This design comes from an exercise in tuning for small area on the open sky130 flow, not from production work. The RTL was checked by simulation tests, not by an equivalence proof against the original design. The flow treats the clock pin as an ideal source. Dropping or thinning the clock tree relies on that and would not hold on a real chip. Power and IR drop assume default switching activity.

alpha:
==> flow/design.v <==
`timescale 1ns / 1ps
module pp_fa(input a, input b, input c, output s, output co);
    assign s  = a ^ b ^ c;
    assign co = (a & b) | (a & c) | (b & c);
endmodule
module pp_ha(input a, input b, output s, output co);
    assign s  = a ^ b;
    assign co = a & b;
endmodule
module pp_bop(input v, input nx, input ny, output b);
    assign b = ~(v ? nx : ny);
endmodule
module pp_maj(input a, input b, input c, output m);
    assign m = (a & b) | (a & c) | (b & c);
endmodule
module pp_omux(input s, input P, input Q, input yn, output o);
    assign o = (s ? P : Q) | ~yn;
endmodule
module process(Rout,Gout,Bout,OKout,Rin,Gin,Bin,operation,value,clka,reset,OKin);
input clka,reset,OKin;
input [7:0]Rin,Gin,Bin,value;
input [2:0]operation;
output reg [7:0]Rout,Gout,Bout;
output reg OKout;
wire en = OKin & ~reset;
wire op_inc = (operation == 3'd0);
wire op_dec = (operation == 3'd1);
wire op_gry = (operation == 3'd2);
wire op_red = (operation == 3'd3);
wire op_grn = (operation == 3'd4);
wire op_blu = (operation == 3'd5);
wire op_thr = (operation == 3'd6);
wire op_inv = (operation == 3'd7);
wire op_nz = |operation;
wire op_x = ~(op_dec | op_thr);
wire [7:0] b;
genvar m;
generate
    for (m = 0; m < 8; m = m + 1) begin : bop
        pp_bop u(value[m], ~op_x, ~op_nz, b[m]);
    end
endgenerate
wire cin = op_nz;
wire [8:0] Rc, Gc, Bc;
wire [8:0] Rs, Gs, Bs;
assign Rc[0] = cin;
assign Gc[0] = cin;
assign Bc[0] = cin;
genvar j;
generate
    for (j = 0; j < 8; j = j + 1) begin : add
        pp_fa fr(Rin[j], b[j], Rc[j], Rs[j], Rc[j+1]);
        pp_fa fg(Gin[j], b[j], Gc[j], Gs[j], Gc[j+1]);
        pp_fa fb(Bin[j], b[j], Bc[j], Bs[j], Bc[j+1]);
    end
endgenerate
assign Rs[8] = Rc[8];
assign Gs[8] = Gc[8];
assign Bs[8] = Bc[8];
wire s0a, c0a, s0b, c0b, s0c, c0c, s0d, c0d;
pp_fa f0a(Rin[2], Rin[5], Rin[6], s0a, c0a);
pp_fa f0b(Gin[1], Gin[4], Gin[6], s0b, c0b);
pp_fa f0c(Bin[4], Bin[5], Bin[6], s0c, c0c);
pp_fa f0d(s0a, s0b, s0c, s0d, c0d);
wire s1a, c1a, s1b, c1b, s1c, c1c, s1d, c1d, s1e, c1e, s1f, c1f;
pp_fa f1a(Rin[3], Rin[6], Rin[7], s1a, c1a);
pp_fa f1b(Gin[2], Gin[5], Gin[7], s1b, c1b);
pp_fa f1c(Bin[5], Bin[6], Bin[7], s1c, c1c);
pp_fa f1d(c0a, c0b, c0c, s1d, c1d);
pp_fa f1e(s1a, s1b, s1c, s1e, c1e);
pp_fa f1f(s1d, s1e, c0d, s1f, c1f);
wire s2a, c2a, s2b, c2b, s2c, c2c, s2d, c2d, s2e, c2e, s2f, c2f;
pp_fa f2a(Rin[4], Rin[7], Gin[3], s2a, c2a);
pp_fa f2b(Gin[6], Bin[6], Bin[7], s2b, c2b);
pp_fa f2c(c1a, c1b, c1c, s2c, c2c);
pp_fa f2d(s2a, s2b, s2c, s2d, c2d);
pp_fa f2e(c1d, c1e, c1f, s2e, c2e);
pp_ha h2f(s2d, s2e, s2f, c2f);
wire s3a, c3a, s3b, c3b, s3c, c3c, s3d, c3d, s3e, c3e;
pp_fa f3a(Rin[5], Gin[4], Gin[7], s3a, c3a);
pp_fa f3b(Bin[7], c2a, c2b, s3b, c3b);
pp_fa f3c(c2c, c2d, c2e, s3c, c3c);
pp_fa f3d(s3a, s3b, s3c, s3d, c3d);
pp_ha h3e(s3d, c2f, s3e, c3e);
wire s4a, c4a, s4b, c4b, s4c, c4c;
pp_fa f4a(Rin[6], Gin[5], c3a, s4a, c4a);
pp_fa f4b(c3b, c3c, c3d, s4b, c4b);
pp_fa f4c(s4a, s4b, c3e, s4c, c4c);
wire s5a, c5a, s5b, c5b;
pp_fa f5a(Rin[7], Gin[6], c4a, s5a, c5a);
pp_fa f5b(s5a, c4b, c4c, s5b, c5b);
wire s6a, c6a;
pp_fa f6a(Gin[7], c5a, c5b, s6a, c6a);
wire [7:0] Y = {c6a, s6a, s5b, s4c, s3e, s2f, s1f, s0d};
wire [8:0] gt;
assign gt[0] = 1'b0;
assign gt[1] = Y[0] & b[0];
genvar i;
generate
    for (i = 1; i < 8; i = i + 1) begin : cmp
        pp_maj u(Y[i], b[i], gt[i], gt[i+1]);
    end
endgenerate
wire white = ~gt[8];
wire rP = en & (op_inc | (op_dec & Rs[8]) | op_red | (op_thr & white));
wire rQ = en & ((op_inc & Rs[8]) | op_inv | (op_thr & white));
wire gP = en & (op_inc | (op_dec & Gs[8]) | op_grn | (op_thr & white));
wire gQ = en & ((op_inc & Gs[8]) | op_inv | (op_thr & white));
wire bP = en & (op_inc | (op_dec & Bs[8]) | op_blu | (op_thr & white));
wire bQ = en & ((op_inc & Bs[8]) | op_inv | (op_thr & white));
wire selY = en & op_gry;
wire [7:0] yn = ~(Y & {8{selY}});
wire [7:0] Rn, Gn, Bn;
genvar k;
generate
    for (k = 0; k < 8; k = k + 1) begin : omux
        pp_omux ur(Rs[k], rP, rQ, yn[k], Rn[k]);
        pp_omux ug(Gs[k], gP, gQ, yn[k], Gn[k]);
        pp_omux ub(Bs[k], bP, bQ, yn[k], Bn[k]);
    end
endgenerate
always @(posedge clka) begin
    OKout <= en;
    Rout <= Rn;
    Gout <= Gn;
    Bout <= Bn;
end
endmodule
Settings: LEC_CHECK=0, CAP_MARGIN=20, CORE_MARGIN=2, CORE_UTILIZATION=55, SLEW_MARGIN=20, SYNTH_HIERARCHICAL=1; clock period 10.0 ns.
standard.sh (not shown) runs the stock make flow with config.mk's settings and CLKGATE_MAP_FILE= SYNTH_SCRIPT=/design/flow/synth_recipe.tcl, a recipe that flattens the netlist after the stock synthesis.
==> flow/flow/run.sh <==
#!/bin/bash
# Own layout flow: the standard flow (standard.sh) with three changes:
#  * synthesis is synth_recipe.tcl unchanged except that ABC maps each module for
#    area with area.abc (no buffering/upsizing) instead of ORFS's speed script;
#  * the port buffers are buf_1 instead of the buffer_ports default;
#  * CTS runs without a dummy load, and post_cts.tcl then drives every clock sink from
#    the root clock buffer alone (one clkbuf instead of a root and two leaves);
#  * everything else (floorplan, PDN, taps, placement, routing) is the standard flow.
set -euo pipefail
WORK=$(pwd)
mkdir -p "$WORK/own"
sed 's#log_cmd abc {\*}$abc_args#log_cmd abc -script $::env(OWN_ABC_SCRIPT) {*}[lrange $abc_args 2 end]#' \
  "$FLOW_HOME/scripts/synth.tcl" > "$WORK/own/synth_mod.tcl"
grep -q OWN_ABC_SCRIPT "$WORK/own/synth_mod.tcl"
export OWN_SYNTH_MOD="$WORK/own/synth_mod.tcl"
export OWN_ABC_SCRIPT="$WORK/flow/area.abc"
export OWN_CLKBUF=sky130_fd_sc_hd__clkbuf_16
bash standard.sh \
  "SYNTH_SCRIPT=$WORK/flow/own_synth.tcl" \
  "BUFFER_PORTS_ARGS=-buffer_cell sky130_fd_sc_hd__buf_1" \
  "CTS_ARGS=-sink_clustering_enable -repair_clock_nets -dont_use_dummy_load" \
  "POST_CTS_TCL=$WORK/flow/post_cts.tcl" \
  finish > "$WORK/standard_flow.log" 2>&1
Other scripts of this flow, unchanged in this note and not shown: flow/flow/area.abc, flow/flow/own_synth.tcl, flow/flow/post_cts.tcl
--- input diff alpha..beta ---
-- flow/design.v --
<<< alpha, line 8
    assign co = a & b;
endmodule
module pp_bop(input v, input nx, input ny, output b);
    assign b = ~(v ? nx : ny);
endmodule
module pp_maj(input a, input b, input c, output m);
>>> beta, line 8
    assign co = a & b;
endmodule
module pp_bop(input v, input ninc, input ndt, output b);
    assign b = ~(v ? ninc : ndt);
endmodule
module pp_maj(input a, input b, input c, output m);
<<< alpha, line 32
wire op_thr = (operation == 3'd6);
wire op_inv = (operation == 3'd7);
wire op_nz = |operation;
wire op_x = ~(op_dec | op_thr);
wire [7:0] b;
genvar m;
generate
    for (m = 0; m < 8; m = m + 1) begin : bop
        pp_bop u(value[m], ~op_x, ~op_nz, b[m]);
    end
endgenerate
wire cin = op_nz;
wire [8:0] Rc, Gc, Bc;
wire [8:0] Rs, Gs, Bs;
>>> beta, line 32
wire op_thr = (operation == 3'd6);
wire op_inv = (operation == 3'd7);
wire [7:0] b;
wire op_dt = op_dec | op_thr;
genvar m;
generate
    for (m = 0; m < 8; m = m + 1) begin : bop
        pp_bop u(value[m], ~op_inc, ~op_dt, b[m]);
    end
endgenerate
wire cin = op_dec;
wire [8:0] Rc, Gc, Bc;
wire [8:0] Rs, Gs, Bs;
## What came out
- The amount of wire on met3 after detailed routing of beta is higher than that of alpha.
- Non-clock buffering overhead in the final layout delta for beta relative to alpha: 0.57 points lower
- alpha -> beta: synthesized cell count increased slightly
- When the final numbers for beta and alpha were put side by side, the count of routing violations after the opening detailed-route iteration turned out to be greater in alpha.
- Total power across beta and alpha: no real change.
- In the flow results for beta and alpha, the summed area of non-filler cells in the final layout is larger on alpha.
- alpha → beta: non-clock buffer count went down by about 3%, relative slew slack shrank by 3.9 points.

-- afterwards: timing with drivers on the ports --
Ports are ideal in the flow. The routed layouts listed here were re-timed in OpenROAD.
Step 1 assumes that a clkbuf_16 drives the clock port and a buf_2 every other input.
Step 2 times the ports against the registers' clock, not the clock port: input delays grow and output delays shrink by t, the midpoint of the rising clock arrivals with the driver on.
Three values: ideal ports, drivers, drivers and shift; two values: the first two.
run	shift t [ns]	setup WS [ns]	worst slew at a driven data input, ns	cell pins on the clock port's net
alpha	0.187	1.168 / 1.177 / 0.990	0.04	1
beta	0.183	1.124 / 1.130 / 0.946	0.04	1
After both steps every run listed still meets setup and hold.
